This design comes from an exercise in tuning for small area on the open sky130 flow, not from production work. The RTL was checked by simulation tests, not by an equivalence proof against the original design. The flow treats the clock pin as an ideal source. Dropping or thinning the clock tree relies on that and would not hold on a real chip. Power figures rest on the tool's default switching activity, not on a simulated workload.

## todoPID
module todoPID(clk,rst,yactual,referencia,ena2,PWMin);
input clk,rst;
input [8:0]yactual,referencia;
output wire ena2;
output reg [17:0]PWMin;
reg [14:0] k;       
reg [17:0] I;       
reg [8:0]  y8;      
reg [8:0]  yp;      
wire last = k[14] & k[13] & k[8] & k[7] & k[5] & k[3] & k[0];  
wire [14:0] kn;
rca #(15) inc(k, 15'd0, 1'b1, kn);
wire [8:0] e;
rca #(9) sub_e(referencia, ~yactual, 1'b1, e);
wire [11:0] e7;
rca #(12) mul7({e[8],e,3'b0}, ~{{3{e[8]}},e}, 1'b1, e7);
wire [17:0] ie;
rca #(18) add_i(I, {{6{e7[11]}},e7}, 1'b0, ie);
wire [8:0] d;
rca #(9) sub_d(yactual, ~yp, 1'b1, d);
wire [12:0] z;    
rca #(13) add_z({{4{y8[8]}},y8}, {yp[8],yp,3'b0}, 1'b0, z);
wire [16:0] z9;   
rca #(17) add_z9({{4{z[12]}},z}, {z[12],z,3'b0}, 1'b0, z9);
wire [10:0] d3;   
rca #(11) add_d3({{2{yp[8]}},yp}, {yp[8],yp,1'b0}, 1'b0, d3);
wire [16:0] s;
rca #(17) add_s(z9, {{6{d3[10]}},d3}, 1'b0, s);
wire [17:0] pw;
rca #(18) add_pw(I, ~{s,1'b0}, 1'b1, pw);
assign ena2 = (k >= 15'd19);
always @(posedge clk)
  if (rst) begin
    k <= 0; I <= 0; yp <= 0; PWMin <= 0;
  end else begin
    k <= last ? 15'd0 : kn;
    if (k == 15'd8) begin
      I <= ie;
      y8 <= yactual;
    end
    if (k == 15'd12) yp <= d;
    if (k == 15'd13) PWMin <= pw;
    if (k == 15'd16) yp <= yactual;
  end
endmodule
For scale: roughly 69 flip-flops.
make LEC_CHECK=0 CAP_MARGIN=20 CORE_MARGIN=2 CORE_UTILIZATION=40 CTS_BUF_LIST=sky130_fd_sc_hd__clkbuf_8 CTS_CLUSTER_DIAMETER=500 CTS_CLUSTER_SIZE=100 SLEW_MARGIN=20 finish   # period 10.0 ns
run.sh (not shown) runs the stock make flow with config.mk's settings and CLKGATE_MAP_FILE= SYNTH_SCRIPT=/design/flow/synth_recipe.tcl, a recipe that flattens the netlist after the stock synthesis.
Then changed:
CTS_BUF_LIST = sky130_fd_sc_hd__clkbuf_16   (was sky130_fd_sc_hd__clkbuf_8)
Effect:
- The new run produced a clean layout
- total power increases by 11%
- cell count is unchanged
- routed wire length rises by 0.37%
- clock power came out higher by 27%

========
run A:
Another version of the RTL of todoPID (not shown whole).
For scale: ~39 I/O pins, roughly 0.0042 mm2 of cells after synthesis.
==> flow/config.mk <==
export PLATFORM = sky130hd
export DESIGN_NAME = todoPID
export DESIGN_NICKNAME = todoPID
export VERILOG_FILES = /design/flow/design.v
export SDC_FILE = /design/flow/constraint.sdc
export NUM_CORES = 4
export LEC_CHECK = 0
export CAP_MARGIN = 0
export CORE_MARGIN = 2
export CORE_UTILIZATION = 70
export GPL_TIMING_DRIVEN = 0
export SLEW_MARGIN = 0
==> flow/constraint.sdc <==
create_clock -name core_clock -period 10.0 [get_ports {clk}]
set_input_delay 2.0000 -clock core_clock [delete_from_list [all_inputs] [get_ports {clk}]]
set_output_delay 2.0000 -clock core_clock [all_outputs]
set_load 0.01 [all_outputs]
standard.sh (not shown) runs the stock make flow with config.mk's settings and CLKGATE_MAP_FILE= SYNTH_SCRIPT=/design/flow/synth_recipe.tcl, a recipe that flattens the netlist after the stock synthesis.
==> flow/flow/run.sh <==
#!/bin/bash
# Own layout flow: the standard synthesis; then the full adders are used in
# the polarity that needs fewer inverters (flow/fixpol.py) and the plain logic
# around them is re-mapped with ABC for area (flow/reabc.tcl), twice; then the standard flow's
# standard layout steps, with buf_1 port buffers and a one-level clock tree
# (flow/cts_manual.tcl: the flip-flops split into a few groups by location, one
# clock buffer per group, driven from the clock port).
set -euo pipefail
R=orfs/results/$FLOW_PLATFORM/todoPID/base
export PRE_CTS_TCL="$PWD/flow/cts_manual.tcl"
export MANUAL_CTS_PORT=clk MANUAL_CTS_GROUPS=${MANUAL_CTS_GROUPS:-4} MANUAL_CTS_BUF=${MANUAL_CTS_BUF:-sky130_fd_sc_hd__clkbuf_8}
export BUFFER_PORTS_ARGS="-buffer_cell sky130_fd_sc_hd__buf_1"
bash standard.sh synth > synth.log 2>&1
cp $R/1_2_yosys.v synth_standard.v
YOSYS=yosys
[ -x "$FLOW_HOME/../tools/install/yosys/bin/yosys" ] && YOSYS="$FLOW_HOME/../tools/install/yosys/bin/yosys"
export LIB="$FLOW_HOME/platforms/$FLOW_PLATFORM/lib/sky130_fd_sc_hd__tt_025C_1v80.lib"
export NETLIST="$PWD/$R/1_2_yosys.v"
export DELAY_PS=$(python3 -c "print(int(round(float('$FLOW_PERIOD_NS') * 1000)))")
export DONT_USE="$(make -s -C "$FLOW_HOME" DESIGN_CONFIG="$PWD/config.mk" WORK_HOME="$PWD/orfs" print-DONT_USE_CELLS 2>/dev/null | sed 's/^DONT_USE_CELLS[:=] *//' | tail -1)"
echo "DONT_USE: $DONT_USE" > reabc.log
for pass in 1 2; do
  python3 flow/fixpol.py "$NETLIST" >> fixpol.log 2>&1
  "$YOSYS" -c flow/reabc.tcl >> reabc.log 2>&1
done
cp $R/1_2_yosys.v synth_final.v
rm -f $R/1_synth.odb
bash standard.sh finish > layout.log 2>&1
==> flow/flow/reabc.tcl <==
# Re-map the plain logic of the synthesized netlist with ABC, keeping the
# full/half adders and the flip-flops (and so every register name) as they are.
yosys read_liberty -ignore_miss_func $::env(LIB)
yosys read_verilog $::env(NETLIST)
yosys hierarchy -top $::env(FLOW_TOP)
yosys setattr -mod -set blackbox 1 sky130_fd_sc_hd__fa_* sky130_fd_sc_hd__ha_* sky130_fd_sc_hd__df* sky130_fd_sc_hd__edf* sky130_fd_sc_hd__sdf* sky130_fd_sc_hd__conb_*
yosys flatten
yosys opt -purge
set du {}
foreach c $::env(DONT_USE) { lappend du -dont_use $c }
yosys abc -liberty $::env(LIB) {*}$du -D $::env(DELAY_PS) -script "+strash;dch,-f;amap;topo;stime,-c;buffer,-c"
yosys opt_clean -purge
yosys stat -liberty $::env(LIB)
yosys write_verilog -noattr -nohex -nodec $::env(NETLIST)
Other scripts of this flow, unchanged in this note and not shown: flow/flow/cts_manual.tcl, flow/flow/fixpol.py
For run B, these inputs were changed with respect to run A:
- CAP_MARGIN: 0 -> 20
- SLEW_MARGIN: 0 -> 20
--- a/flow/flow/reabc.tcl
+++ b/flow/flow/reabc.tcl
@@ -9,5 +9,5 @@
 set du {}
 foreach c $::env(DONT_USE) { lappend du -dont_use $c }
-yosys abc -liberty $::env(LIB) {*}$du -D $::env(DELAY_PS) -script "+strash;dch,-f;amap;topo;stime,-c;buffer,-c"
+yosys abc -liberty $::env(LIB) {*}$du -D $::env(DELAY_PS) -script "+strash;dch,-f;amap;topo;stime,-c;buffer,-c;upsize,-c;dnsize,-c"
 yosys opt_clean -purge
 yosys stat -liberty $::env(LIB)
==> summary.txt <==
Diff run A -> run B: core outline area fell 0.60%, wire length dropped about 2.4%, die area fell by about 1.4%.
Changes in run C relative to run B:
- CORE_UTILIZATION: 70 -> 85
--- a/flow/flow/reabc.tcl
+++ b/flow/flow/reabc.tcl
@@ -9,5 +9,5 @@
 set du {}
 foreach c $::env(DONT_USE) { lappend du -dont_use $c }
-yosys abc -liberty $::env(LIB) {*}$du -D $::env(DELAY_PS) -script "+strash;dch,-f;amap;topo;stime,-c;buffer,-c;upsize,-c;dnsize,-c"
+yosys abc -liberty $::env(LIB) {*}$du -script "+strash;dch,-f;amap;topo"
 yosys opt_clean -purge
 yosys stat -liberty $::env(LIB)
[summary]
- Run B reached the final stage; the timing, design-rule and antenna checks on its layout passed.
- Run C did not finish: a tool error stopped it during global routing (5_1_grt).
- The final weighted congestion in routability-driven placement number comes out lower for run B vs run C.
- Run C against run B: gate count after technology mapping down 5, starting density of the core up 17 points.
- Run C vs run B on post-synthesis area per instance: run C is the higher one.
- Going from run B to run C, width of the die shrank by a little under 10%.
The clock cells of run A and run B come from the design's own scripts or RTL, not from TritonCTS.

## separate check: timing with driven ports
The results above use ideal ports. As a check the final layouts listed here were re-extracted and re-timed, cells and wires unchanged. Step 1: set_driving_cell puts a clkbuf_16 on clk and a buf_2 on each other input, an assumption about the parent block. Step 2 times the ports against the registers' clock, not the clock port: input delays grow and output delays shrink by t, the midpoint of the rising clock arrivals with the driver on. Slacks: ideal / step 1 / step 2; pairs: ideal / step 1.
| run | t (ns) | slack for setup (ns) | clock arrival spread, ns |
|---|---|---|---|
| the first run of note 1 | 0.388 | 0.359 / 0.368 / -0.019 | 0.010 / 0.011 |
| the second run of note 1 | 0.372 | 0.353 / 0.366 / -0.006 | 0.008 / 0.008 |
| run A | 0.218 | 0.401 / 0.441 / 0.223 | 0.036 / 0.036 |
| run B | 0.214 | 0.376 / 0.412 / 0.197 | 0.012 / 0.011 |
Met with ideal ports but missed after step 2: setup timing in the first run of note 1 and the second run of note 1. The setup slack of the first run of note 1, which loses most, moves by +0.009 ns with the drivers and by -0.378 ns with both steps.
